This design comes from an exercise in tuning for small area on the open sky130 flow, not from production work. Function was checked by simulation only, so behaviour that the tests miss may differ from the original. Power is estimated from default activity; no workload was simulated.

// top
module top(
  input clk,
  input rst,
  input [31:0] IM_out,
  input [31:0] DM_out,
  output IM_enable,
  output [31:0] IM_address,
  output DM_write,
  output DM_enable,
  output [31:0] DM_in,
  output [31:0] DM_address
);
  wire        stall;
  wire [31:0] iaddr;
  wire [31:0] irdata, drdata;
  wire        dvalid, dfcn;
  wire [2:0]  dtyp;
  wire [31:0] daddr_raw, dwdata_raw;
  wire [31:0] abus_addr;
  wire [31:0] daddr  = dfcn ? {daddr_raw[31:2], 2'b00} : daddr_raw;
  wire [31:0] dwdata = dwdata_raw << {daddr_raw[1:0], 3'b000};
  wire [31:0] lddata = (dtyp == 3'h1) ? {{24{drdata[7]}}, drdata[7:0]} :
                       (dtyp == 3'h2) ? {{16{drdata[15]}}, drdata[15:0]} :
                       (dtyp == 3'h5) ? {24'h0, drdata[7:0]} :
                       (dtyp == 3'h6) ? {16'h0, drdata[15:0]} : drdata;
  AHBSystem ahb (
    .clock(clk),
    .reset(rst),
    .io_iaddr(iaddr),
    .io_dvalid(dvalid),
    .io_dwrite(dfcn),
    .io_daddr(daddr),
    .io_dwdata(dwdata),
    .io_stall(stall),
    .io_irdata(irdata),
    .io_drdata(drdata),
    .io_imem_cen(IM_enable),
    .io_imem_A(abus_addr),
    .io_imem_Q(IM_out),
    .io_dmem_cen(DM_enable),
  ...
Size in the first run: ~9600 cells after synthesis, roughly 2700 flip-flops, roughly 170 I/O pins, roughly 120000 um2 of cells after synthesis.
clock: 8.5 ns
lec_check: 0
cap_margin: 20
core_margin: 2
core_utilization: 40
place_density: 0.6
slew_margin: 20
standard.sh (not shown) runs the stock make flow with config.mk's settings and CLKGATE_MAP_FILE= SYNTH_SCRIPT=/design/flow/synth_recipe.tcl, a recipe that flattens the netlist after the stock synthesis.
==> flow/flow/run.sh <==
#!/bin/bash
# Standard layout (standard.sh), with these changes:
#  - synthesis maps combinational logic with an area-oriented ABC script
#    (flow/area.abc); the synthesis script itself is the standard flow's, sourced unchanged
#  - CTS with clkbuf_16 sink clusters of at most 24 flip-flops within 70 um,
#    no dummy loads
#  - port buffers use the smallest buffer cell
#  - adders keep Yosys's default (Brent-Kung) carry network instead of the
#    Kogge-Stone map (flow/plain_map.v maps nothing)
set -euo pipefail
W=$(pwd)
orig=$(grep -o 'SYNTH_SCRIPT=[^ ]*' standard.sh | head -1 | cut -d= -f2- | tr -d "'")
{ cat "$W/flow/abc_area.tcl"; echo "source $orig"; } > "$W/flow_synth.tcl"
sed "s#SYNTH_SCRIPT=[^ ]*#SYNTH_SCRIPT=$W/flow_synth.tcl#" standard.sh > "$W/flow_standard.sh"
export FLOW_FLOW_ABC_SCRIPT="$W/flow/area.abc"
export CTS_ARGS="-sink_clustering_enable -repair_clock_nets -sink_clustering_size 24 -sink_clustering_max_diameter 70 -buf_list sky130_fd_sc_hd__clkbuf_16 -dont_use_dummy_load"
export BUFFER_PORTS_ARGS="-buffer_cell sky130_fd_sc_hd__buf_1"
export SYNTH_OPERATIONS_ARGS="-extra-map $W/flow/plain_map.v"
bash "$W/flow_standard.sh" "$@" > "$W/flow_make.log" 2>&1
==> flow/flow/abc_area.tcl <==
# Map the combinational logic with an area-oriented ABC script; everything
# else in the synthesis (including flip-flop mapping) is the standard one.
proc abc {args} {
  set i [lsearch -exact $args -script]
  if { $i >= 0 } {
    set args [lreplace $args [expr {$i + 1}] [expr {$i + 1}] $::env(FLOW_FLOW_ABC_SCRIPT)]
  }
  yosys abc {*}$args
}
==> flow/flow/area.abc <==
strash
ifraig
dc2
balance
rewrite -z
refactor -z
rewrite -z
dc2
&get -n
&st
&dch -f
&nf -R 1000
&put
buffer -c
topo
stime -c
upsize -c
dnsize -c
==> flow/flow/plain_map.v <==
// no extra operator mapping: Yosys maps adders with its default (Brent-Kung) carry network
(* techmap_celltype = "$__bench_no_such_cell" *)
module _bench_no_such_cell_map (A, Y);
  input A;
  output Y;
  assign Y = A;
endmodule
Then changed:
==> flow/flow/run.sh (replaced) <==
#!/bin/bash
# Standard layout (standard.sh), with two changes:
#  - synthesis maps combinational logic with an area-oriented ABC script
#    (flow/area.abc); the synthesis script itself is the standard flow's, sourced unchanged
#  - CTS with clkbuf_16 sink clusters of at most 24 flip-flops within 60 um,
#    no dummy loads
set -euo pipefail
W=$(pwd)
orig=$(grep -o 'SYNTH_SCRIPT=[^ ]*' standard.sh | head -1 | cut -d= -f2- | tr -d "'")
{ cat "$W/flow/abc_area.tcl"; echo "source $orig"; } > "$W/flow_synth.tcl"
sed "s#SYNTH_SCRIPT=[^ ]*#SYNTH_SCRIPT=$W/flow_synth.tcl#" standard.sh > "$W/flow_standard.sh"
export FLOW_FLOW_ABC_SCRIPT="$W/flow/area.abc"
export CTS_ARGS="-sink_clustering_enable -repair_clock_nets -sink_clustering_size 24 -sink_clustering_max_diameter 60 -buf_list sky130_fd_sc_hd__clkbuf_16 -dont_use_dummy_load"
bash "$W/flow_standard.sh" "$@" > "$W/flow_make.log" 2>&1
removed: flow/flow/plain_map.v
Outcome: Design area increases slightly. Hold slack got worse by 0.069 ns. Combinational power decreases by a few percent. Setup slack got worse by 0.38 ns. Area after synthesis increases slightly. Fmax decreases by a few percent. Total power increases slightly. First-iteration DRC count decreases by a few percent. Clock-buffer cell count increases by 39. Sequential cell count does not change.

separate check: timing with driven ports:
The flow's constraints put no driver on any port. The routed layouts listed below were extracted and timed again, unchanged, in two steps.
Step 1 sets driving cells, clkbuf_16 on the clock port and buf_2 on the other inputs (assumed; they add their load-dependent delay and slew).
Step 2, shift: input delay + t, output delay - t, t = (earliest + latest rising clock arrival at the registers) / 2. This alone moves slack from input paths to output paths.
Slacks: no drivers / after step 1 / after step 2; pairs: no drivers / after step 1.
run	t, ns	setup slack, ns	clock arrival spread, ns
the first run	0.974	0.994 / 0.994 / 0.994	0.158 / 0.158
the second run	0.991	0.614 / 0.614 / 0.614	0.167 / 0.167
After both steps every run listed still meets setup and hold.
